Background: an optimization exercise with open tools, aiming at small area and a short achievable clock period. Do not read the settings as production practice. No functional check of the RTL was part of this run. Power is estimated from default activity; no workload was simulated.

[flow/flow/run.sh]
#!/bin/bash
set -euo pipefail
MARGIN=25
bash standard.sh SETUP_SLACK_MARGIN=$MARGIN SETUP_MOVE_SEQUENCE=sizeup,swap SKIP_GATE_CLONING=1 \
  "BUFFER_PORTS_ARGS=-buffer_cell sky130_fd_sc_hd__buf_1" finish > make_finish.log 2>&1
[flow/standard.sh]
#!/bin/bash
# synth_recipe.tcl (not shown) runs the flow's synth.tcl, then flattens the netlist and writes it again
# the make line also repeats each setting of config.mk as NAME=value (left out here)
make -C /OpenROAD-flow-scripts/flow DESIGN_CONFIG=/design/flow/config.mk WORK_HOME=/design/flow/orfs CLKGATE_MAP_FILE= SYNTH_SCRIPT=/design/flow/synth_recipe.tcl "${@:-finish}"
[flow/config.mk]
export PLATFORM = sky130hd
export DESIGN_NAME = pipeline_sum
export DESIGN_NICKNAME = pipeline_sum
export VERILOG_FILES = /design/flow/design.v
export SDC_FILE = /design/flow/constraint.sdc
export NUM_CORES = 4
export LEC_CHECK = 0
export ABC_AREA = 1
export CAP_MARGIN = 20
export CORE_MARGIN = 2
export CORE_UTILIZATION = 55
export SLEW_MARGIN = 20
[flow/constraint.sdc]
create_clock -name core_clock -period 36.0 [get_ports {clk}]
set_input_delay 7.2000 -clock core_clock [delete_from_list [all_inputs] [get_ports {clk}]]
set_output_delay 7.2000 -clock core_clock [all_outputs]
set_load 0.01 [all_outputs]
[flow/design.v]
module pipeline_sum (
    input clk,
    input [15:0] a, b,
    output [31:0] r
);
  wire [0:0] s0_r15_t = a[15:15];
  wire s0_r15_hz = ~(|b[15:1]);
  wire [1:0] s0_r15_bo;
  assign s0_r15_bo[0] = 1'b0;
  assign s0_r15_bo[1] = (s0_r15_t[0] ^ b[0]) ? b[0] : s0_r15_bo[0];
  wire s0_r15_q = s0_r15_hz & ~s0_r15_bo[1];
  wire [0:0] s0_r15_d;
  assign s0_r15_d[0] = s0_r15_t[0] ^ (s0_r15_q & (b[0] ^ s0_r15_bo[0]));
  wire [15:0] s0_r15_ra = {s0_r15_d, a[14:0]};
  wire [1:0] s0_r14_t = s0_r15_ra[15:14];
  wire s0_r14_hz = ~(|b[15:2]);
  wire [2:0] s0_r14_bo;
  assign s0_r14_bo[0] = 1'b0;
  assign s0_r14_bo[1] = (s0_r14_t[0] ^ b[0]) ? b[0] : s0_r14_bo[0];
  assign s0_r14_bo[2] = (s0_r14_t[1] ^ b[1]) ? b[1] : s0_r14_bo[1];
  wire s0_r14_q = s0_r14_hz & ~s0_r14_bo[2];
  wire [1:0] s0_r14_d;
  assign s0_r14_d[0] = s0_r14_t[0] ^ (s0_r14_q & (b[0] ^ s0_r14_bo[0]));
  assign s0_r14_d[1] = s0_r14_t[1] ^ (s0_r14_q & (b[1] ^ s0_r14_bo[1]));
  wire [15:0] s0_r14_ra = {s0_r14_d, s0_r15_ra[13:0]};
  wire [2:0] s0_r13_t = s0_r14_ra[15:13];
  wire s0_r13_hz = ~(|b[15:3]);
  wire [3:0] s0_r13_bo;
  assign s0_r13_bo[0] = 1'b0;
  assign s0_r13_bo[1] = (s0_r13_t[0] ^ b[0]) ? b[0] : s0_r13_bo[0];
  assign s0_r13_bo[2] = (s0_r13_t[1] ^ b[1]) ? b[1] : s0_r13_bo[1];
  assign s0_r13_bo[3] = (s0_r13_t[2] ^ b[2]) ? b[2] : s0_r13_bo[2];
  wire s0_r13_q = s0_r13_hz & ~s0_r13_bo[3];
  wire [2:0] s0_r13_d;
  assign s0_r13_d[0] = s0_r13_t[0] ^ (s0_r13_q & (b[0] ^ s0_r13_bo[0]));
  assign s0_r13_d[1] = s0_r13_t[1] ^ (s0_r13_q & (b[1] ^ s0_r13_bo[1]));
  assign s0_r13_d[2] = s0_r13_t[2] ^ (s0_r13_q & (b[2] ^ s0_r13_bo[2]));
  wire [15:0] s0_r13_ra = {s0_r13_d, s0_r14_ra[12:0]};
  reg [15:0] ra_c1;
  reg [15:0] bb_c1;
  reg [2:0] ah_c1;
  reg q15_c1;
  reg q14_c1;
  reg q13_c1;
  always_ff @(posedge clk) begin
    ra_c1 <= s0_r13_ra;
    bb_c1 <= b;
    ah_c1 <= a[15:13];
    q15_c1 <= s0_r15_q;
    q14_c1 <= s0_r14_q;
    q13_c1 <= s0_r13_q;
  end
  wire [3:0] s1_r12_t = ra_c1[15:12];
  wire s1_r12_hz = ~(|bb_c1[15:4]);
  wire [4:0] s1_r12_bo;
  assign s1_r12_bo[0] = 1'b0;
  assign s1_r12_bo[1] = (s1_r12_t[0] ^ bb_c1[0]) ? bb_c1[0] : s1_r12_bo[0];
  assign s1_r12_bo[2] = (s1_r12_t[1] ^ bb_c1[1]) ? bb_c1[1] : s1_r12_bo[1];
  assign s1_r12_bo[3] = (s1_r12_t[2] ^ bb_c1[2]) ? bb_c1[2] : s1_r12_bo[2];
  assign s1_r12_bo[4] = (s1_r12_t[3] ^ bb_c1[3]) ? bb_c1[3] : s1_r12_bo[3];
  wire s1_r12_q = s1_r12_hz & ~s1_r12_bo[4];
  wire [3:0] s1_r12_d;
  assign s1_r12_d[0] = s1_r12_t[0] ^ (s1_r12_q & (bb_c1[0] ^ s1_r12_bo[0]));
  assign s1_r12_d[1] = s1_r12_t[1] ^ (s1_r12_q & (bb_c1[1] ^ s1_r12_bo[1]));
  assign s1_r12_d[2] = s1_r12_t[2] ^ (s1_r12_q & (bb_c1[2] ^ s1_r12_bo[2]));
  assign s1_r12_d[3] = s1_r12_t[3] ^ (s1_r12_q & (bb_c1[3] ^ s1_r12_bo[3]));
  wire [15:0] s1_r12_ra = {s1_r12_d, ra_c1[11:0]};
  wire [4:0] s1_r11_t = s1_r12_ra[15:11];
  wire s1_r11_hz = ~(|bb_c1[15:5]);
  wire [5:0] s1_r11_bo;
  assign s1_r11_bo[0] = 1'b0;
  assign s1_r11_bo[1] = (s1_r11_t[0] ^ bb_c1[0]) ? bb_c1[0] : s1_r11_bo[0];
  assign s1_r11_bo[2] = (s1_r11_t[1] ^ bb_c1[1]) ? bb_c1[1] : s1_r11_bo[1];
  assign s1_r11_bo[3] = (s1_r11_t[2] ^ bb_c1[2]) ? bb_c1[2] : s1_r11_bo[2];
  assign s1_r11_bo[4] = (s1_r11_t[3] ^ bb_c1[3]) ? bb_c1[3] : s1_r11_bo[3];
  assign s1_r11_bo[5] = (s1_r11_t[4] ^ bb_c1[4]) ? bb_c1[4] : s1_r11_bo[4];
  wire s1_r11_q = s1_r11_hz & ~s1_r11_bo[5];
  wire [4:0] s1_r11_d;
  assign s1_r11_d[0] = s1_r11_t[0] ^ (s1_r11_q & (bb_c1[0] ^ s1_r11_bo[0]));
  assign s1_r11_d[1] = s1_r11_t[1] ^ (s1_r11_q & (bb_c1[1] ^ s1_r11_bo[1]));
  assign s1_r11_d[2] = s1_r11_t[2] ^ (s1_r11_q & (bb_c1[2] ^ s1_r11_bo[2]));
  assign s1_r11_d[3] = s1_r11_t[3] ^ (s1_r11_q & (bb_c1[3] ^ s1_r11_bo[3]));
  assign s1_r11_d[4] = s1_r11_t[4] ^ (s1_r11_q & (bb_c1[4] ^ s1_r11_bo[4]));
  wire [15:0] s1_r11_ra = {s1_r11_d, s1_r12_ra[10:0]};
  wire [5:0] s1_r10_t = s1_r11_ra[15:10];
  wire s1_r10_hz = ~(|bb_c1[15:6]);
  wire [6:0] s1_r10_bo;
  assign s1_r10_bo[0] = 1'b0;
  assign s1_r10_bo[1] = (s1_r10_t[0] ^ bb_c1[0]) ? bb_c1[0] : s1_r10_bo[0];
  assign s1_r10_bo[2] = (s1_r10_t[1] ^ bb_c1[1]) ? bb_c1[1] : s1_r10_bo[1];
  assign s1_r10_bo[3] = (s1_r10_t[2] ^ bb_c1[2]) ? bb_c1[2] : s1_r10_bo[2];
  assign s1_r10_bo[4] = (s1_r10_t[3] ^ bb_c1[3]) ? bb_c1[3] : s1_r10_bo[3];
  assign s1_r10_bo[5] = (s1_r10_t[4] ^ bb_c1[4]) ? bb_c1[4] : s1_r10_bo[4];
  assign s1_r10_bo[6] = (s1_r10_t[5] ^ bb_c1[5]) ? bb_c1[5] : s1_r10_bo[5];
  wire s1_r10_q = s1_r10_hz & ~s1_r10_bo[6];
  wire [5:0] s1_r10_d;
  assign s1_r10_d[0] = s1_r10_t[0] ^ (s1_r10_q & (bb_c1[0] ^ s1_r10_bo[0]));
  assign s1_r10_d[1] = s1_r10_t[1] ^ (s1_r10_q & (bb_c1[1] ^ s1_r10_bo[1]));
  assign s1_r10_d[2] = s1_r10_t[2] ^ (s1_r10_q & (bb_c1[2] ^ s1_r10_bo[2]));
  assign s1_r10_d[3] = s1_r10_t[3] ^ (s1_r10_q & (bb_c1[3] ^ s1_r10_bo[3]));
  assign s1_r10_d[4] = s1_r10_t[4] ^ (s1_r10_q & (bb_c1[4] ^ s1_r10_bo[4]));
  assign s1_r10_d[5] = s1_r10_t[5] ^ (s1_r10_q & (bb_c1[5] ^ s1_r10_bo[5]));
  wire [15:0] s1_r10_ra = {s1_r10_d, s1_r11_ra[9:0]};
  wire [6:0] s1_r9_t = s1_r10_ra[15:9];
  wire s1_r9_hz = ~(|bb_c1[15:7]);
  wire [7:0] s1_r9_bo;
  assign s1_r9_bo[0] = 1'b0;
  assign s1_r9_bo[1] = (s1_r9_t[0] ^ bb_c1[0]) ? bb_c1[0] : s1_r9_bo[0];
  assign s1_r9_bo[2] = (s1_r9_t[1] ^ bb_c1[1]) ? bb_c1[1] : s1_r9_bo[1];
  assign s1_r9_bo[3] = (s1_r9_t[2] ^ bb_c1[2]) ? bb_c1[2] : s1_r9_bo[2];
  assign s1_r9_bo[4] = (s1_r9_t[3] ^ bb_c1[3]) ? bb_c1[3] : s1_r9_bo[3];
  assign s1_r9_bo[5] = (s1_r9_t[4] ^ bb_c1[4]) ? bb_c1[4] : s1_r9_bo[4];
  assign s1_r9_bo[6] = (s1_r9_t[5] ^ bb_c1[5]) ? bb_c1[5] : s1_r9_bo[5];
  assign s1_r9_bo[7] = (s1_r9_t[6] ^ bb_c1[6]) ? bb_c1[6] : s1_r9_bo[6];
  wire s1_r9_q = s1_r9_hz & ~s1_r9_bo[7];
  wire [6:0] s1_r9_d;
  assign s1_r9_d[0] = s1_r9_t[0] ^ (s1_r9_q & (bb_c1[0] ^ s1_r9_bo[0]));
  assign s1_r9_d[1] = s1_r9_t[1] ^ (s1_r9_q & (bb_c1[1] ^ s1_r9_bo[1]));
  assign s1_r9_d[2] = s1_r9_t[2] ^ (s1_r9_q & (bb_c1[2] ^ s1_r9_bo[2]));
  assign s1_r9_d[3] = s1_r9_t[3] ^ (s1_r9_q & (bb_c1[3] ^ s1_r9_bo[3]));
  assign s1_r9_d[4] = s1_r9_t[4] ^ (s1_r9_q & (bb_c1[4] ^ s1_r9_bo[4]));
  assign s1_r9_d[5] = s1_r9_t[5] ^ (s1_r9_q & (bb_c1[5] ^ s1_r9_bo[5]));
  assign s1_r9_d[6] = s1_r9_t[6] ^ (s1_r9_q & (bb_c1[6] ^ s1_r9_bo[6]));
  wire [15:0] s1_r9_ra = {s1_r9_d, s1_r10_ra[8:0]};
  wire [7:0] s1_r8_t = s1_r9_ra[15:8];
  wire s1_r8_hz = ~(|bb_c1[15:8]);
  wire [8:0] s1_r8_bo;
  assign s1_r8_bo[0] = 1'b0;
  assign s1_r8_bo[1] = (s1_r8_t[0] ^ bb_c1[0]) ? bb_c1[0] : s1_r8_bo[0];
  assign s1_r8_bo[2] = (s1_r8_t[1] ^ bb_c1[1]) ? bb_c1[1] : s1_r8_bo[1];
  assign s1_r8_bo[3] = (s1_r8_t[2] ^ bb_c1[2]) ? bb_c1[2] : s1_r8_bo[2];
  assign s1_r8_bo[4] = (s1_r8_t[3] ^ bb_c1[3]) ? bb_c1[3] : s1_r8_bo[3];
  assign s1_r8_bo[5] = (s1_r8_t[4] ^ bb_c1[4]) ? bb_c1[4] : s1_r8_bo[4];
  assign s1_r8_bo[6] = (s1_r8_t[5] ^ bb_c1[5]) ? bb_c1[5] : s1_r8_bo[5];
  assign s1_r8_bo[7] = (s1_r8_t[6] ^ bb_c1[6]) ? bb_c1[6] : s1_r8_bo[6];
  assign s1_r8_bo[8] = (s1_r8_t[7] ^ bb_c1[7]) ? bb_c1[7] : s1_r8_bo[7];
  wire s1_r8_q = s1_r8_hz & ~s1_r8_bo[8];
  wire [7:0] s1_r8_d;
  assign s1_r8_d[0] = s1_r8_t[0] ^ (s1_r8_q & (bb_c1[0] ^ s1_r8_bo[0]));
  assign s1_r8_d[1] = s1_r8_t[1] ^ (s1_r8_q & (bb_c1[1] ^ s1_r8_bo[1]));
  assign s1_r8_d[2] = s1_r8_t[2] ^ (s1_r8_q & (bb_c1[2] ^ s1_r8_bo[2]));
  assign s1_r8_d[3] = s1_r8_t[3] ^ (s1_r8_q & (bb_c1[3] ^ s1_r8_bo[3]));
  assign s1_r8_d[4] = s1_r8_t[4] ^ (s1_r8_q & (bb_c1[4] ^ s1_r8_bo[4]));
  assign s1_r8_d[5] = s1_r8_t[5] ^ (s1_r8_q & (bb_c1[5] ^ s1_r8_bo[5]));
  assign s1_r8_d[6] = s1_r8_t[6] ^ (s1_r8_q & (bb_c1[6] ^ s1_r8_bo[6]));
  assign s1_r8_d[7] = s1_r8_t[7] ^ (s1_r8_q & (bb_c1[7] ^ s1_r8_bo[7]));
  wire [15:0] s1_r8_ra = {s1_r8_d, s1_r9_ra[7:0]};
  wire [8:0] s1_r7_t = s1_r8_ra[15:7];
  wire s1_r7_hz = ~(|bb_c1[15:9]);
  wire [9:0] s1_r7_bo;
  assign s1_r7_bo[0] = 1'b0;
  assign s1_r7_bo[1] = (s1_r7_t[0] ^ bb_c1[0]) ? bb_c1[0] : s1_r7_bo[0];
  assign s1_r7_bo[2] = (s1_r7_t[1] ^ bb_c1[1]) ? bb_c1[1] : s1_r7_bo[1];
  assign s1_r7_bo[3] = (s1_r7_t[2] ^ bb_c1[2]) ? bb_c1[2] : s1_r7_bo[2];
  assign s1_r7_bo[4] = (s1_r7_t[3] ^ bb_c1[3]) ? bb_c1[3] : s1_r7_bo[3];
  assign s1_r7_bo[5] = (s1_r7_t[4] ^ bb_c1[4]) ? bb_c1[4] : s1_r7_bo[4];
  assign s1_r7_bo[6] = (s1_r7_t[5] ^ bb_c1[5]) ? bb_c1[5] : s1_r7_bo[5];
  assign s1_r7_bo[7] = (s1_r7_t[6] ^ bb_c1[6]) ? bb_c1[6] : s1_r7_bo[6];
  assign s1_r7_bo[8] = (s1_r7_t[7] ^ bb_c1[7]) ? bb_c1[7] : s1_r7_bo[7];
  assign s1_r7_bo[9] = (s1_r7_t[8] ^ bb_c1[8]) ? bb_c1[8] : s1_r7_bo[8];
  wire s1_r7_q = s1_r7_hz & ~s1_r7_bo[9];
  wire [8:0] s1_r7_d;
  assign s1_r7_d[0] = s1_r7_t[0] ^ (s1_r7_q & (bb_c1[0] ^ s1_r7_bo[0]));
  assign s1_r7_d[1] = s1_r7_t[1] ^ (s1_r7_q & (bb_c1[1] ^ s1_r7_bo[1]));
  assign s1_r7_d[2] = s1_r7_t[2] ^ (s1_r7_q & (bb_c1[2] ^ s1_r7_bo[2]));
  assign s1_r7_d[3] = s1_r7_t[3] ^ (s1_r7_q & (bb_c1[3] ^ s1_r7_bo[3]));
  assign s1_r7_d[4] = s1_r7_t[4] ^ (s1_r7_q & (bb_c1[4] ^ s1_r7_bo[4]));
  assign s1_r7_d[5] = s1_r7_t[5] ^ (s1_r7_q & (bb_c1[5] ^ s1_r7_bo[5]));
  assign s1_r7_d[6] = s1_r7_t[6] ^ (s1_r7_q & (bb_c1[6] ^ s1_r7_bo[6]));
  assign s1_r7_d[7] = s1_r7_t[7] ^ (s1_r7_q & (bb_c1[7] ^ s1_r7_bo[7]));
  assign s1_r7_d[8] = s1_r7_t[8] ^ (s1_r7_q & (bb_c1[8] ^ s1_r7_bo[8]));
  wire [15:0] s1_r7_ra = {s1_r7_d, s1_r8_ra[6:0]};
  reg [15:0] ra_c2;
  reg [15:0] bb_c2;
  reg [8:0] ah_c2;
  reg q15_c2;
  reg q14_c2;
  reg q13_c2;
  reg q12_c2;
  reg q11_c2;
  reg q10_c2;
  reg q9_c2;
  reg q8_c2;
  reg q7_c2;
  always_ff @(posedge clk) begin
    ra_c2 <= s1_r7_ra;
    bb_c2 <= bb_c1;
    ah_c2 <= {ah_c1, ra_c1[12:7]};
    q15_c2 <= q15_c1;
    q14_c2 <= q14_c1;
    q13_c2 <= q13_c1;
    q12_c2 <= s1_r12_q;
    q11_c2 <= s1_r11_q;
    q10_c2 <= s1_r10_q;
    q9_c2 <= s1_r9_q;
    q8_c2 <= s1_r8_q;
    q7_c2 <= s1_r7_q;
  end
  wire [15:0] xa = {ah_c2, ra_c2[6:0]};
  wire [15:0] sh = (bb_c2[15:4] == 12'd0) ? (xa << bb_c2[3:0]) : 16'd0;
  wire [17:0] xs = {2'b0, xa | bb_c2} + {2'b0, xa ^ bb_c2} + {2'b0, sh};
  wire [17:0] ym2 = xs + {1'b0, 1'b0, q15_c2, q14_c2, q13_c2, q12_c2, q11_c2, q10_c2, q9_c2, q8_c2, q7_c2, 1'b0, 1'b0, 1'b0, 1'b0, 1'b0, 1'b0, 1'b0};
  wire [9:0] s2_r6_t = ra_c2[15:6];
  wire s2_r6_hz = ~(|bb_c2[15:10]);
  wire [10:0] s2_r6_bo;
  assign s2_r6_bo[0] = 1'b0;
  assign s2_r6_bo[1] = (s2_r6_t[0] ^ bb_c2[0]) ? bb_c2[0] : s2_r6_bo[0];
  assign s2_r6_bo[2] = (s2_r6_t[1] ^ bb_c2[1]) ? bb_c2[1] : s2_r6_bo[1];
  assign s2_r6_bo[3] = (s2_r6_t[2] ^ bb_c2[2]) ? bb_c2[2] : s2_r6_bo[2];
  assign s2_r6_bo[4] = (s2_r6_t[3] ^ bb_c2[3]) ? bb_c2[3] : s2_r6_bo[3];
  assign s2_r6_bo[5] = (s2_r6_t[4] ^ bb_c2[4]) ? bb_c2[4] : s2_r6_bo[4];
  assign s2_r6_bo[6] = (s2_r6_t[5] ^ bb_c2[5]) ? bb_c2[5] : s2_r6_bo[5];
  assign s2_r6_bo[7] = (s2_r6_t[6] ^ bb_c2[6]) ? bb_c2[6] : s2_r6_bo[6];
  assign s2_r6_bo[8] = (s2_r6_t[7] ^ bb_c2[7]) ? bb_c2[7] : s2_r6_bo[7];
  assign s2_r6_bo[9] = (s2_r6_t[8] ^ bb_c2[8]) ? bb_c2[8] : s2_r6_bo[8];
  assign s2_r6_bo[10] = (s2_r6_t[9] ^ bb_c2[9]) ? bb_c2[9] : s2_r6_bo[9];
  wire s2_r6_q = s2_r6_hz & ~s2_r6_bo[10];
  wire [9:0] s2_r6_d;
  assign s2_r6_d[0] = s2_r6_t[0] ^ (s2_r6_q & (bb_c2[0] ^ s2_r6_bo[0]));
  assign s2_r6_d[1] = s2_r6_t[1] ^ (s2_r6_q & (bb_c2[1] ^ s2_r6_bo[1]));
  assign s2_r6_d[2] = s2_r6_t[2] ^ (s2_r6_q & (bb_c2[2] ^ s2_r6_bo[2]));
  assign s2_r6_d[3] = s2_r6_t[3] ^ (s2_r6_q & (bb_c2[3] ^ s2_r6_bo[3]));
  assign s2_r6_d[4] = s2_r6_t[4] ^ (s2_r6_q & (bb_c2[4] ^ s2_r6_bo[4]));
  assign s2_r6_d[5] = s2_r6_t[5] ^ (s2_r6_q & (bb_c2[5] ^ s2_r6_bo[5]));
  assign s2_r6_d[6] = s2_r6_t[6] ^ (s2_r6_q & (bb_c2[6] ^ s2_r6_bo[6]));
  assign s2_r6_d[7] = s2_r6_t[7] ^ (s2_r6_q & (bb_c2[7] ^ s2_r6_bo[7]));
  assign s2_r6_d[8] = s2_r6_t[8] ^ (s2_r6_q & (bb_c2[8] ^ s2_r6_bo[8]));
  assign s2_r6_d[9] = s2_r6_t[9] ^ (s2_r6_q & (bb_c2[9] ^ s2_r6_bo[9]));
  wire [15:0] s2_r6_ra = {s2_r6_d, ra_c2[5:0]};
  wire [10:0] s2_r5_t = s2_r6_ra[15:5];
  wire s2_r5_hz = ~(|bb_c2[15:11]);
  wire [11:0] s2_r5_bo;
  assign s2_r5_bo[0] = 1'b0;
  assign s2_r5_bo[1] = (s2_r5_t[0] ^ bb_c2[0]) ? bb_c2[0] : s2_r5_bo[0];
  assign s2_r5_bo[2] = (s2_r5_t[1] ^ bb_c2[1]) ? bb_c2[1] : s2_r5_bo[1];
  assign s2_r5_bo[3] = (s2_r5_t[2] ^ bb_c2[2]) ? bb_c2[2] : s2_r5_bo[2];
  assign s2_r5_bo[4] = (s2_r5_t[3] ^ bb_c2[3]) ? bb_c2[3] : s2_r5_bo[3];
  assign s2_r5_bo[5] = (s2_r5_t[4] ^ bb_c2[4]) ? bb_c2[4] : s2_r5_bo[4];
  assign s2_r5_bo[6] = (s2_r5_t[5] ^ bb_c2[5]) ? bb_c2[5] : s2_r5_bo[5];
  assign s2_r5_bo[7] = (s2_r5_t[6] ^ bb_c2[6]) ? bb_c2[6] : s2_r5_bo[6];
  assign s2_r5_bo[8] = (s2_r5_t[7] ^ bb_c2[7]) ? bb_c2[7] : s2_r5_bo[7];
  assign s2_r5_bo[9] = (s2_r5_t[8] ^ bb_c2[8]) ? bb_c2[8] : s2_r5_bo[8];
  assign s2_r5_bo[10] = (s2_r5_t[9] ^ bb_c2[9]) ? bb_c2[9] : s2_r5_bo[9];
  assign s2_r5_bo[11] = (s2_r5_t[10] ^ bb_c2[10]) ? bb_c2[10] : s2_r5_bo[10];
  wire s2_r5_q = s2_r5_hz & ~s2_r5_bo[11];
  wire [10:0] s2_r5_d;
  assign s2_r5_d[0] = s2_r5_t[0] ^ (s2_r5_q & (bb_c2[0] ^ s2_r5_bo[0]));
  assign s2_r5_d[1] = s2_r5_t[1] ^ (s2_r5_q & (bb_c2[1] ^ s2_r5_bo[1]));
  assign s2_r5_d[2] = s2_r5_t[2] ^ (s2_r5_q & (bb_c2[2] ^ s2_r5_bo[2]));
  assign s2_r5_d[3] = s2_r5_t[3] ^ (s2_r5_q & (bb_c2[3] ^ s2_r5_bo[3]));
  assign s2_r5_d[4] = s2_r5_t[4] ^ (s2_r5_q & (bb_c2[4] ^ s2_r5_bo[4]));
  assign s2_r5_d[5] = s2_r5_t[5] ^ (s2_r5_q & (bb_c2[5] ^ s2_r5_bo[5]));
  assign s2_r5_d[6] = s2_r5_t[6] ^ (s2_r5_q & (bb_c2[6] ^ s2_r5_bo[6]));
  assign s2_r5_d[7] = s2_r5_t[7] ^ (s2_r5_q & (bb_c2[7] ^ s2_r5_bo[7]));
  assign s2_r5_d[8] = s2_r5_t[8] ^ (s2_r5_q & (bb_c2[8] ^ s2_r5_bo[8]));
  assign s2_r5_d[9] = s2_r5_t[9] ^ (s2_r5_q & (bb_c2[9] ^ s2_r5_bo[9]));
  assign s2_r5_d[10] = s2_r5_t[10] ^ (s2_r5_q & (bb_c2[10] ^ s2_r5_bo[10]));
  wire [15:0] s2_r5_ra = {s2_r5_d, s2_r6_ra[4:0]};
  wire [11:0] s2_r4_t = s2_r5_ra[15:4];
  wire s2_r4_hz = ~(|bb_c2[15:12]);
  wire [12:0] s2_r4_bo;
  assign s2_r4_bo[0] = 1'b0;
  assign s2_r4_bo[1] = (s2_r4_t[0] ^ bb_c2[0]) ? bb_c2[0] : s2_r4_bo[0];
  assign s2_r4_bo[2] = (s2_r4_t[1] ^ bb_c2[1]) ? bb_c2[1] : s2_r4_bo[1];
  assign s2_r4_bo[3] = (s2_r4_t[2] ^ bb_c2[2]) ? bb_c2[2] : s2_r4_bo[2];
  assign s2_r4_bo[4] = (s2_r4_t[3] ^ bb_c2[3]) ? bb_c2[3] : s2_r4_bo[3];
  assign s2_r4_bo[5] = (s2_r4_t[4] ^ bb_c2[4]) ? bb_c2[4] : s2_r4_bo[4];
  assign s2_r4_bo[6] = (s2_r4_t[5] ^ bb_c2[5]) ? bb_c2[5] : s2_r4_bo[5];
  assign s2_r4_bo[7] = (s2_r4_t[6] ^ bb_c2[6]) ? bb_c2[6] : s2_r4_bo[6];
  assign s2_r4_bo[8] = (s2_r4_t[7] ^ bb_c2[7]) ? bb_c2[7] : s2_r4_bo[7];
  assign s2_r4_bo[9] = (s2_r4_t[8] ^ bb_c2[8]) ? bb_c2[8] : s2_r4_bo[8];
  assign s2_r4_bo[10] = (s2_r4_t[9] ^ bb_c2[9]) ? bb_c2[9] : s2_r4_bo[9];
  assign s2_r4_bo[11] = (s2_r4_t[10] ^ bb_c2[10]) ? bb_c2[10] : s2_r4_bo[10];
  assign s2_r4_bo[12] = (s2_r4_t[11] ^ bb_c2[11]) ? bb_c2[11] : s2_r4_bo[11];
  wire s2_r4_q = s2_r4_hz & ~s2_r4_bo[12];
  wire [11:0] s2_r4_d;
  assign s2_r4_d[0] = s2_r4_t[0] ^ (s2_r4_q & (bb_c2[0] ^ s2_r4_bo[0]));
  assign s2_r4_d[1] = s2_r4_t[1] ^ (s2_r4_q & (bb_c2[1] ^ s2_r4_bo[1]));
  assign s2_r4_d[2] = s2_r4_t[2] ^ (s2_r4_q & (bb_c2[2] ^ s2_r4_bo[2]));
  assign s2_r4_d[3] = s2_r4_t[3] ^ (s2_r4_q & (bb_c2[3] ^ s2_r4_bo[3]));
  assign s2_r4_d[4] = s2_r4_t[4] ^ (s2_r4_q & (bb_c2[4] ^ s2_r4_bo[4]));
  assign s2_r4_d[5] = s2_r4_t[5] ^ (s2_r4_q & (bb_c2[5] ^ s2_r4_bo[5]));
  assign s2_r4_d[6] = s2_r4_t[6] ^ (s2_r4_q & (bb_c2[6] ^ s2_r4_bo[6]));
  assign s2_r4_d[7] = s2_r4_t[7] ^ (s2_r4_q & (bb_c2[7] ^ s2_r4_bo[7]));
  assign s2_r4_d[8] = s2_r4_t[8] ^ (s2_r4_q & (bb_c2[8] ^ s2_r4_bo[8]));
  assign s2_r4_d[9] = s2_r4_t[9] ^ (s2_r4_q & (bb_c2[9] ^ s2_r4_bo[9]));
  assign s2_r4_d[10] = s2_r4_t[10] ^ (s2_r4_q & (bb_c2[10] ^ s2_r4_bo[10]));
  assign s2_r4_d[11] = s2_r4_t[11] ^ (s2_r4_q & (bb_c2[11] ^ s2_r4_bo[11]));
  wire [15:0] s2_r4_ra = {s2_r4_d, s2_r5_ra[3:0]};
  wire [12:0] s2_r3_t = s2_r4_ra[15:3];
  wire s2_r3_hz = ~(|bb_c2[15:13]);
  wire [13:0] s2_r3_bo;
  assign s2_r3_bo[0] = 1'b0;
  assign s2_r3_bo[1] = (s2_r3_t[0] ^ bb_c2[0]) ? bb_c2[0] : s2_r3_bo[0];
  assign s2_r3_bo[2] = (s2_r3_t[1] ^ bb_c2[1]) ? bb_c2[1] : s2_r3_bo[1];
  assign s2_r3_bo[3] = (s2_r3_t[2] ^ bb_c2[2]) ? bb_c2[2] : s2_r3_bo[2];
  assign s2_r3_bo[4] = (s2_r3_t[3] ^ bb_c2[3]) ? bb_c2[3] : s2_r3_bo[3];
  assign s2_r3_bo[5] = (s2_r3_t[4] ^ bb_c2[4]) ? bb_c2[4] : s2_r3_bo[4];
  assign s2_r3_bo[6] = (s2_r3_t[5] ^ bb_c2[5]) ? bb_c2[5] : s2_r3_bo[5];
  assign s2_r3_bo[7] = (s2_r3_t[6] ^ bb_c2[6]) ? bb_c2[6] : s2_r3_bo[6];
  assign s2_r3_bo[8] = (s2_r3_t[7] ^ bb_c2[7]) ? bb_c2[7] : s2_r3_bo[7];
  assign s2_r3_bo[9] = (s2_r3_t[8] ^ bb_c2[8]) ? bb_c2[8] : s2_r3_bo[8];
  assign s2_r3_bo[10] = (s2_r3_t[9] ^ bb_c2[9]) ? bb_c2[9] : s2_r3_bo[9];
  assign s2_r3_bo[11] = (s2_r3_t[10] ^ bb_c2[10]) ? bb_c2[10] : s2_r3_bo[10];
  assign s2_r3_bo[12] = (s2_r3_t[11] ^ bb_c2[11]) ? bb_c2[11] : s2_r3_bo[11];
  assign s2_r3_bo[13] = (s2_r3_t[12] ^ bb_c2[12]) ? bb_c2[12] : s2_r3_bo[12];
  wire s2_r3_q = s2_r3_hz & ~s2_r3_bo[13];
  wire [12:0] s2_r3_d;
  assign s2_r3_d[0] = s2_r3_t[0] ^ (s2_r3_q & (bb_c2[0] ^ s2_r3_bo[0]));
  assign s2_r3_d[1] = s2_r3_t[1] ^ (s2_r3_q & (bb_c2[1] ^ s2_r3_bo[1]));
  assign s2_r3_d[2] = s2_r3_t[2] ^ (s2_r3_q & (bb_c2[2] ^ s2_r3_bo[2]));
  assign s2_r3_d[3] = s2_r3_t[3] ^ (s2_r3_q & (bb_c2[3] ^ s2_r3_bo[3]));
  assign s2_r3_d[4] = s2_r3_t[4] ^ (s2_r3_q & (bb_c2[4] ^ s2_r3_bo[4]));
  assign s2_r3_d[5] = s2_r3_t[5] ^ (s2_r3_q & (bb_c2[5] ^ s2_r3_bo[5]));
  assign s2_r3_d[6] = s2_r3_t[6] ^ (s2_r3_q & (bb_c2[6] ^ s2_r3_bo[6]));
  assign s2_r3_d[7] = s2_r3_t[7] ^ (s2_r3_q & (bb_c2[7] ^ s2_r3_bo[7]));
  assign s2_r3_d[8] = s2_r3_t[8] ^ (s2_r3_q & (bb_c2[8] ^ s2_r3_bo[8]));
  assign s2_r3_d[9] = s2_r3_t[9] ^ (s2_r3_q & (bb_c2[9] ^ s2_r3_bo[9]));
  assign s2_r3_d[10] = s2_r3_t[10] ^ (s2_r3_q & (bb_c2[10] ^ s2_r3_bo[10]));
  assign s2_r3_d[11] = s2_r3_t[11] ^ (s2_r3_q & (bb_c2[11] ^ s2_r3_bo[11]));
  assign s2_r3_d[12] = s2_r3_t[12] ^ (s2_r3_q & (bb_c2[12] ^ s2_r3_bo[12]));
  wire [15:0] s2_r3_ra = {s2_r3_d, s2_r4_ra[2:0]};
  wire [13:0] s2_r2_t = s2_r3_ra[15:2];
  wire s2_r2_hz = ~(|bb_c2[15:14]);
  wire [14:0] s2_r2_bo;
  assign s2_r2_bo[0] = 1'b0;
  assign s2_r2_bo[1] = (s2_r2_t[0] ^ bb_c2[0]) ? bb_c2[0] : s2_r2_bo[0];
  assign s2_r2_bo[2] = (s2_r2_t[1] ^ bb_c2[1]) ? bb_c2[1] : s2_r2_bo[1];
  assign s2_r2_bo[3] = (s2_r2_t[2] ^ bb_c2[2]) ? bb_c2[2] : s2_r2_bo[2];
  assign s2_r2_bo[4] = (s2_r2_t[3] ^ bb_c2[3]) ? bb_c2[3] : s2_r2_bo[3];
  assign s2_r2_bo[5] = (s2_r2_t[4] ^ bb_c2[4]) ? bb_c2[4] : s2_r2_bo[4];
  assign s2_r2_bo[6] = (s2_r2_t[5] ^ bb_c2[5]) ? bb_c2[5] : s2_r2_bo[5];
  assign s2_r2_bo[7] = (s2_r2_t[6] ^ bb_c2[6]) ? bb_c2[6] : s2_r2_bo[6];
  assign s2_r2_bo[8] = (s2_r2_t[7] ^ bb_c2[7]) ? bb_c2[7] : s2_r2_bo[7];
  assign s2_r2_bo[9] = (s2_r2_t[8] ^ bb_c2[8]) ? bb_c2[8] : s2_r2_bo[8];
  assign s2_r2_bo[10] = (s2_r2_t[9] ^ bb_c2[9]) ? bb_c2[9] : s2_r2_bo[9];
  assign s2_r2_bo[11] = (s2_r2_t[10] ^ bb_c2[10]) ? bb_c2[10] : s2_r2_bo[10];
  assign s2_r2_bo[12] = (s2_r2_t[11] ^ bb_c2[11]) ? bb_c2[11] : s2_r2_bo[11];
  assign s2_r2_bo[13] = (s2_r2_t[12] ^ bb_c2[12]) ? bb_c2[12] : s2_r2_bo[12];
  assign s2_r2_bo[14] = (s2_r2_t[13] ^ bb_c2[13]) ? bb_c2[13] : s2_r2_bo[13];
  wire s2_r2_q = s2_r2_hz & ~s2_r2_bo[14];
  wire [13:0] s2_r2_d;
  assign s2_r2_d[0] = s2_r2_t[0] ^ (s2_r2_q & (bb_c2[0] ^ s2_r2_bo[0]));
  assign s2_r2_d[1] = s2_r2_t[1] ^ (s2_r2_q & (bb_c2[1] ^ s2_r2_bo[1]));
  assign s2_r2_d[2] = s2_r2_t[2] ^ (s2_r2_q & (bb_c2[2] ^ s2_r2_bo[2]));
  assign s2_r2_d[3] = s2_r2_t[3] ^ (s2_r2_q & (bb_c2[3] ^ s2_r2_bo[3]));
  assign s2_r2_d[4] = s2_r2_t[4] ^ (s2_r2_q & (bb_c2[4] ^ s2_r2_bo[4]));
  assign s2_r2_d[5] = s2_r2_t[5] ^ (s2_r2_q & (bb_c2[5] ^ s2_r2_bo[5]));
  assign s2_r2_d[6] = s2_r2_t[6] ^ (s2_r2_q & (bb_c2[6] ^ s2_r2_bo[6]));
  assign s2_r2_d[7] = s2_r2_t[7] ^ (s2_r2_q & (bb_c2[7] ^ s2_r2_bo[7]));
  assign s2_r2_d[8] = s2_r2_t[8] ^ (s2_r2_q & (bb_c2[8] ^ s2_r2_bo[8]));
  assign s2_r2_d[9] = s2_r2_t[9] ^ (s2_r2_q & (bb_c2[9] ^ s2_r2_bo[9]));
  assign s2_r2_d[10] = s2_r2_t[10] ^ (s2_r2_q & (bb_c2[10] ^ s2_r2_bo[10]));
  assign s2_r2_d[11] = s2_r2_t[11] ^ (s2_r2_q & (bb_c2[11] ^ s2_r2_bo[11]));
  assign s2_r2_d[12] = s2_r2_t[12] ^ (s2_r2_q & (bb_c2[12] ^ s2_r2_bo[12]));
  assign s2_r2_d[13] = s2_r2_t[13] ^ (s2_r2_q & (bb_c2[13] ^ s2_r2_bo[13]));
  wire [15:0] s2_r2_ra = {s2_r2_d, s2_r3_ra[1:0]};
  wire [15:0] s2_x4_t = s2_r2_ra;
  wire [17:0] s2_x4_b1 = {2'b0, bb_c2};
  wire [17:0] s2_x4_b2 = {1'b0, bb_c2, 1'b0};
  wire [17:0] s2_x4_b3 = s2_x4_b1 + s2_x4_b2;
  wire [16:0] s2_x4_c1;
  assign s2_x4_c1[0] = 1'b0;
  assign s2_x4_c1[1] = (s2_x4_t[0] ^ s2_x4_b1[0]) ? s2_x4_b1[0] : s2_x4_c1[0];
  assign s2_x4_c1[2] = (s2_x4_t[1] ^ s2_x4_b1[1]) ? s2_x4_b1[1] : s2_x4_c1[1];
  assign s2_x4_c1[3] = (s2_x4_t[2] ^ s2_x4_b1[2]) ? s2_x4_b1[2] : s2_x4_c1[2];
  assign s2_x4_c1[4] = (s2_x4_t[3] ^ s2_x4_b1[3]) ? s2_x4_b1[3] : s2_x4_c1[3];
  assign s2_x4_c1[5] = (s2_x4_t[4] ^ s2_x4_b1[4]) ? s2_x4_b1[4] : s2_x4_c1[4];
  assign s2_x4_c1[6] = (s2_x4_t[5] ^ s2_x4_b1[5]) ? s2_x4_b1[5] : s2_x4_c1[5];
  assign s2_x4_c1[7] = (s2_x4_t[6] ^ s2_x4_b1[6]) ? s2_x4_b1[6] : s2_x4_c1[6];
  assign s2_x4_c1[8] = (s2_x4_t[7] ^ s2_x4_b1[7]) ? s2_x4_b1[7] : s2_x4_c1[7];
  assign s2_x4_c1[9] = (s2_x4_t[8] ^ s2_x4_b1[8]) ? s2_x4_b1[8] : s2_x4_c1[8];
  assign s2_x4_c1[10] = (s2_x4_t[9] ^ s2_x4_b1[9]) ? s2_x4_b1[9] : s2_x4_c1[9];
  assign s2_x4_c1[11] = (s2_x4_t[10] ^ s2_x4_b1[10]) ? s2_x4_b1[10] : s2_x4_c1[10];
  assign s2_x4_c1[12] = (s2_x4_t[11] ^ s2_x4_b1[11]) ? s2_x4_b1[11] : s2_x4_c1[11];
  assign s2_x4_c1[13] = (s2_x4_t[12] ^ s2_x4_b1[12]) ? s2_x4_b1[12] : s2_x4_c1[12];
  assign s2_x4_c1[14] = (s2_x4_t[13] ^ s2_x4_b1[13]) ? s2_x4_b1[13] : s2_x4_c1[13];
  assign s2_x4_c1[15] = (s2_x4_t[14] ^ s2_x4_b1[14]) ? s2_x4_b1[14] : s2_x4_c1[14];
  assign s2_x4_c1[16] = (s2_x4_t[15] ^ s2_x4_b1[15]) ? s2_x4_b1[15] : s2_x4_c1[15];
  wire s2_x4_ge1 = ~(|s2_x4_b1[17:16]) & ~s2_x4_c1[16];
  wire [16:0] s2_x4_c2;
  assign s2_x4_c2[0] = 1'b0;
  assign s2_x4_c2[1] = (s2_x4_t[0] ^ s2_x4_b2[0]) ? s2_x4_b2[0] : s2_x4_c2[0];
  assign s2_x4_c2[2] = (s2_x4_t[1] ^ s2_x4_b2[1]) ? s2_x4_b2[1] : s2_x4_c2[1];
  assign s2_x4_c2[3] = (s2_x4_t[2] ^ s2_x4_b2[2]) ? s2_x4_b2[2] : s2_x4_c2[2];
  assign s2_x4_c2[4] = (s2_x4_t[3] ^ s2_x4_b2[3]) ? s2_x4_b2[3] : s2_x4_c2[3];
  assign s2_x4_c2[5] = (s2_x4_t[4] ^ s2_x4_b2[4]) ? s2_x4_b2[4] : s2_x4_c2[4];
  assign s2_x4_c2[6] = (s2_x4_t[5] ^ s2_x4_b2[5]) ? s2_x4_b2[5] : s2_x4_c2[5];
  assign s2_x4_c2[7] = (s2_x4_t[6] ^ s2_x4_b2[6]) ? s2_x4_b2[6] : s2_x4_c2[6];
  assign s2_x4_c2[8] = (s2_x4_t[7] ^ s2_x4_b2[7]) ? s2_x4_b2[7] : s2_x4_c2[7];
  assign s2_x4_c2[9] = (s2_x4_t[8] ^ s2_x4_b2[8]) ? s2_x4_b2[8] : s2_x4_c2[8];
  assign s2_x4_c2[10] = (s2_x4_t[9] ^ s2_x4_b2[9]) ? s2_x4_b2[9] : s2_x4_c2[9];
  assign s2_x4_c2[11] = (s2_x4_t[10] ^ s2_x4_b2[10]) ? s2_x4_b2[10] : s2_x4_c2[10];
  assign s2_x4_c2[12] = (s2_x4_t[11] ^ s2_x4_b2[11]) ? s2_x4_b2[11] : s2_x4_c2[11];
  assign s2_x4_c2[13] = (s2_x4_t[12] ^ s2_x4_b2[12]) ? s2_x4_b2[12] : s2_x4_c2[12];
  assign s2_x4_c2[14] = (s2_x4_t[13] ^ s2_x4_b2[13]) ? s2_x4_b2[13] : s2_x4_c2[13];
  assign s2_x4_c2[15] = (s2_x4_t[14] ^ s2_x4_b2[14]) ? s2_x4_b2[14] : s2_x4_c2[14];
  assign s2_x4_c2[16] = (s2_x4_t[15] ^ s2_x4_b2[15]) ? s2_x4_b2[15] : s2_x4_c2[15];
  wire s2_x4_ge2 = ~(|s2_x4_b2[17:16]) & ~s2_x4_c2[16];
  wire [16:0] s2_x4_c3;
  assign s2_x4_c3[0] = 1'b0;
  assign s2_x4_c3[1] = (s2_x4_t[0] ^ s2_x4_b3[0]) ? s2_x4_b3[0] : s2_x4_c3[0];
  assign s2_x4_c3[2] = (s2_x4_t[1] ^ s2_x4_b3[1]) ? s2_x4_b3[1] : s2_x4_c3[1];
  assign s2_x4_c3[3] = (s2_x4_t[2] ^ s2_x4_b3[2]) ? s2_x4_b3[2] : s2_x4_c3[2];
  assign s2_x4_c3[4] = (s2_x4_t[3] ^ s2_x4_b3[3]) ? s2_x4_b3[3] : s2_x4_c3[3];
  assign s2_x4_c3[5] = (s2_x4_t[4] ^ s2_x4_b3[4]) ? s2_x4_b3[4] : s2_x4_c3[4];
  assign s2_x4_c3[6] = (s2_x4_t[5] ^ s2_x4_b3[5]) ? s2_x4_b3[5] : s2_x4_c3[5];
  assign s2_x4_c3[7] = (s2_x4_t[6] ^ s2_x4_b3[6]) ? s2_x4_b3[6] : s2_x4_c3[6];
  assign s2_x4_c3[8] = (s2_x4_t[7] ^ s2_x4_b3[7]) ? s2_x4_b3[7] : s2_x4_c3[7];
  assign s2_x4_c3[9] = (s2_x4_t[8] ^ s2_x4_b3[8]) ? s2_x4_b3[8] : s2_x4_c3[8];
  assign s2_x4_c3[10] = (s2_x4_t[9] ^ s2_x4_b3[9]) ? s2_x4_b3[9] : s2_x4_c3[9];
  assign s2_x4_c3[11] = (s2_x4_t[10] ^ s2_x4_b3[10]) ? s2_x4_b3[10] : s2_x4_c3[10];
  assign s2_x4_c3[12] = (s2_x4_t[11] ^ s2_x4_b3[11]) ? s2_x4_b3[11] : s2_x4_c3[11];
  assign s2_x4_c3[13] = (s2_x4_t[12] ^ s2_x4_b3[12]) ? s2_x4_b3[12] : s2_x4_c3[12];
  assign s2_x4_c3[14] = (s2_x4_t[13] ^ s2_x4_b3[13]) ? s2_x4_b3[13] : s2_x4_c3[13];
  assign s2_x4_c3[15] = (s2_x4_t[14] ^ s2_x4_b3[14]) ? s2_x4_b3[14] : s2_x4_c3[14];
  assign s2_x4_c3[16] = (s2_x4_t[15] ^ s2_x4_b3[15]) ? s2_x4_b3[15] : s2_x4_c3[15];
  wire s2_x4_ge3 = ~(|s2_x4_b3[17:16]) & ~s2_x4_c3[16];
  wire s2_x4_q1 = s2_x4_ge2;
  wire s2_x4_q0 = s2_x4_q1 ? s2_x4_ge3 : s2_x4_ge1;
  wire [6:0] ml = {1'b0, ym2[5:0]} + {1'b0, s2_r5_q, s2_r4_q, s2_r3_q, s2_r2_q, 1'b0, 1'b0};
  wire lc1 = ml[0] & s2_x4_q0;
  wire lc2 = (ml[1] & s2_x4_q1) | ((ml[1] | s2_x4_q1) & lc1);
  wire [6:0] lo7;
  assign lo7[0] = ml[0] ^ s2_x4_q0;
  assign lo7[1] = ml[1] ^ s2_x4_q1 ^ lc1;
  assign lo7[2] = ml[2] ^ (lc2 & (1'b1));
  assign lo7[3] = ml[3] ^ (lc2 & (&ml[2:2]));
  assign lo7[4] = ml[4] ^ (lc2 & (&ml[3:2]));
  assign lo7[5] = ml[5] ^ (lc2 & (&ml[4:2]));
  assign lo7[6] = ml[6] ^ (lc2 & (&ml[5:2]));
  wire [11:0] h0 = ym2[17:6] + {1'b0, 1'b0, 1'b0, 1'b0, 1'b0, 1'b0, 1'b0, 1'b0, 1'b0, 1'b0, 1'b0, s2_r6_q};
  reg [6:0] lo_c3;
  reg [11:0] hi_c3;
  always_ff @(posedge clk) begin
    lo_c3 <= lo7;
    hi_c3 <= h0;
  end
  wire [11:0] hs = hi_c3 + {11'd0, lo_c3[6]};
  assign r = {14'd0, hs, lo_c3[5:0]};
endmodule
==> run notes <==
[per-stage QoR]
step	setup slack (ns)	util, %	total power, uW	instances	instance area, sq um
after CTS	25.01	59.2	436	1962	11900
after global placement	24.03	56.3	325	1947	11300
after global routing	24.06	62.8	482	1962	12600
after floorplan	26.42	-	290	1677	11300
after detailed placement	23.68	56.3	326	1947	11300
final	24.99	62.8	448	1962	12600
[registers in the layout (all words and copies together), names as in the netlist, 3 cells and up]
register and count:
lo_c3 7, ra_c1 16, ah_c2 9, hi_c3 12, bb_c1 16, ra_c2 16, bb_c2 16, ah_c1 3
[final cells by class]
class / count / area [sq um] / area share (%)
Clock buffer: 10 / 239 / 1.89
Clock inverter: 5 / 67.6 / 0.535
Inverter: 284 / 1080 / 8.57
Multi-Input combinational cell: 1231 / 8510 / 67.4
Sequential cell: 107 / 2150 / 17.0
Tap cell: 270 / 338 / 2.68
Timing Repair Buffer: 55 / 238 / 1.88
[logic make-up after synthesis]
kind of cell,count (synthesis)
mux,1
fa+ha+maj,104
other cells,1
flops,107
xor+xnor,163
buf+inv,339
simple gates,760
compound gates,189
[layout by cell type (no fill, tap or decap), types with 4 or more instances in the layout]
| cell type | synthesis | routed |
|---|---|---|
| clkbuf_16 | 0 | 9 |
| nand3_4 | 0 | 16 |
| nand3b_1 | 14 | 14 |
| nor2_1 | 89 | 77 |
| a21oi_1 | 58 | 54 |
| a21oi_2 | 2 | 4 |
| buf_4 | 23 | 4 |
| nand4_1 | 20 | 20 |
| clkinv_1 | 6 | 4 |
| conb_1 | 1 | 14 |
| dfxtp_2 | 0 | 4 |
| inv_2 | 8 | 12 |
| o22ai_1 | 17 | 16 |
| inv_1 | 270 | 264 |
| o21ai_2 | 5 | 10 |
| buf_1 | 0 | 50 |
| a21boi_4 | 1 | 4 |
| nand2_2 | 12 | 69 |
| nor2_2 | 1 | 9 |
| o21ai_1 | 7 | 4 |
| nand3_2 | 18 | 40 |
| xor2_1 | 128 | 115 |
| xnor2_2 | 0 | 6 |
| dfxtp_1 | 107 | 102 |
| a21boi_2 | 4 | 4 |
| o21ai_0 | 66 | 64 |
| nand2_1 | 441 | 367 |
| ha_1 | 74 | 72 |
| fa_1 | 28 | 27 |
| nand2_4 | 4 | 19 |
| xor2_2 | 1 | 11 |
| nor2_4 | 2 | 6 |
| a21oi_4 | 2 | 4 |
| or2_2 | 12 | 11 |
| xnor2_1 | 32 | 26 |
| nor3_1 | 4 | 4 |
| nand3_1 | 134 | 96 |
| o21bai_1 | 10 | 10 |
[what timing repair did]
action / in CTS / in global routing
gates cloned: 0 / 0
setup endpoints to repair: 7 / 17
gates resized for setup: 57 / 178
pin swaps: 13 / 82
hold buffers: 0 / 0
setup buffers: 0 / 0
[per-layer routing]
metal  global-route usage (%)  share of wire, %  vias up
met4                     7.38               2.7        0
li1                         -                 -     5217
met1                     33.1                44     4601
met2                     46.2                50      203
met5                        0                 0        -
met3                     3.23               3.5       47
[cells in the mapped netlist, drive strengths merged (3+ instances only)]
library cell	count
a21boi	9
o21ai	78
o22ai	17
clkbuf	17
xor2	129
nand3	152
xnor2	32
ha	74
o21bai	11
nand4	20
buf	38
nor3	4
fa	28
inv	278
dfxtp	107
nor2	93
clkinv	6
a21o	3
nand2	457
a21oi	62
nand3b	14
or2	16
[worst min-delay path by stage]
stage / startpoint / endpoint / slack, ns / depth (start not counted)
after global placement: ah_c1[1] / ah_c2[7] / 0.31 / 0
after global routing: q13_c1 / q13_c2 / 0.32 / 0
after detailed placement: ra_c1[2] / ra_c2[2] / 0.31 / 0
after CTS: q13_c1 / q13_c2 / 0.32 / 0
final: q13_c1 / q13_c2 / 0.32 / 0
after floorplan: ah_c1[0] / ah_c2[6] / 0.31 / 0
[critical path, delay by kind of cell, from the launching register on]
kind | cells | cell delay [ns]
compound gates | 4 | 1.12
xor+xnor | 4 | 0.86
fa+ha+maj | 3 | 0.65
buf+inv | 6 | 0.92
flops | 1 | 0.43
simple gates | 72 | 6.89
[power breakdown]
group	switching, uW	total [uW]	internal (uW)
Sequential	12.5	146	134
Clock	46.6	103	56.6
Combinational	124	199	75.2
Total	183	448	265
==> run notes <==
- Reg2reg end: lo_c3[6]
- CP max stage cell: inv_1
- P per Cell Area: 35.5 nW/um^2
- Total gr overflow: 0
- Synthesized flop and latch total: 107
- Post-route clock period utilization: 30.6%
- CP Capture Type: flip-flop
- Post-synthesis cell type count: 61
- PortBufs: 50
- Clock-pin slew on the worst setup and hold paths: 0.08 ns
- Crit Reg-Reg Startpoint: bb_c2[15]
- Worst reg-to-reg setup slack: 24.99 ns
- Asr flop ratio synth: 0%
- Setup violations, final: 0
- Post-synthesis mux area share: 0.0893%
- Worst-Margin Slew: 0.814 ns
- EDFF count, synth: 0
- Pleak: 0.00628 uW
- Antenna Nets Post-Route: 0
- XOR/XNOR share of the synthesized area: 13.1%
- CP Capture Point: lo_c3[6]
- Iter 0 DRT Violations: 635
- Rel. slew slack: 45.8%
- Worst Reg2Reg Path Length in Cells: 89
- Antenna cells: 0
- Synth top area cells: dfxtp_1, nand2_1, xor2_1, inv_1, ha_1
- Final GP Congestion: 0.861
- # nets final: 1823
- Worst Path Required: 36.24 ns
- Htree depth: 3
- Final WL: 28.0 mm
- Synthesis-to-finish area growth: 12.6%
- Worst-skew pair later-pin latency: 0.36 ns
- Fmax: 90.9 MHz
- Status: timing/DRC/antenna clean
- Chip height: 147 um
- Main combinational cell family by area after synthesis: simple AND/OR/NAND/NOR gates
- Slew Limit Fails: 0
- CTS Buf Count: 9
- TritonCTS clock tree: yes
- Die ar.: 21500 sq um
- Final period demand of the worst path: 11.01 ns
- Routed vias/inst: 5.13
- CTS Buffer Depth: 2
- Gr usage total: 26.0%
- Critical path startpoint category: flip-flop
- Yosys warning count: 1
- Hold Path Class: flip-flop to flip-flop
- Synth Area in Adders: 13.5%
- CP max FO: 12
- # clock sinks: 107
- Vias in the first global route: 9359
- Hold Violations, Final: 0
- Seq/Total Area, Yosys: 19.1%
- Wire per inst: 14.3 um
- Synth top area share: 19.1%
- Dpl hpwl: 22.2 mm
- Crit. Startpoint: bb_c2[15]
- RSZ-0062 raised after global routing: yes
- # DRC: 0
- Largest net degree at the start of global routing: 31
- Core area: 20100 sq um
- Worst ir drop on vdd: 0.0000247 V
- WHS: 0.325 ns
- Ys flop type: dfxtp_1
- Row count: 52
- Via count: 10100
- Simple-Gate Fraction of Synth Area: 30.3%
- Initial Util: 55.7%
- Ports: 65
- Setup Skew: 0.0137 ns
- Compound-Gate Fraction of Synth Area: 10.1%
- Clk root buf: clkbuf_16
- First-pass GRT wire length: 45.1 mm
- Syn Area/Cell: 6.73 sq um
- Post-Syn Area: 11200 sq um
- Pre-antenna DRT Iters: 5
- Cell taking the most area after synthesis: dfxtp_1
- Initial antenna violation count: 0
- Mapped Cells: 1664
- Share of cells above drive strength 1: 16.0%
- Max-Cap Viols: 0
- Fill count: 1940
- Biggest cell delay along the critical path: 0.45 ns
- CP Class: flip-flop to flip-flop
- Data arrival, critical path: 11.25 ns
- TNS Setup: 0 ns
- Die Wd: 147 um

what the ideal ports hide:
The flow's constraints put no driver on any port. The routed layout listed below was extracted and timed again, unchanged, in two steps. Step 1: set_driving_cell puts a clkbuf_16 on clk and a buf_2 on each other input, an assumption about the parent block. Step 2 also shifts input and output timing later by t, the mid clock arrival at the registers, as if the neighbouring blocks saw the same clock. Three values: ideal ports, drivers, drivers and shift; two values: the first two.
t, ns: 0.402
slack for setup (ns): 24.995 / 24.995 / 24.995
worst register clock-pin slew, ns: 0.08 / 0.08
After both steps setup and hold are still met in this run. The setup slack of this run moves by 0.000 ns with the drivers and by 0.000 ns with both steps.
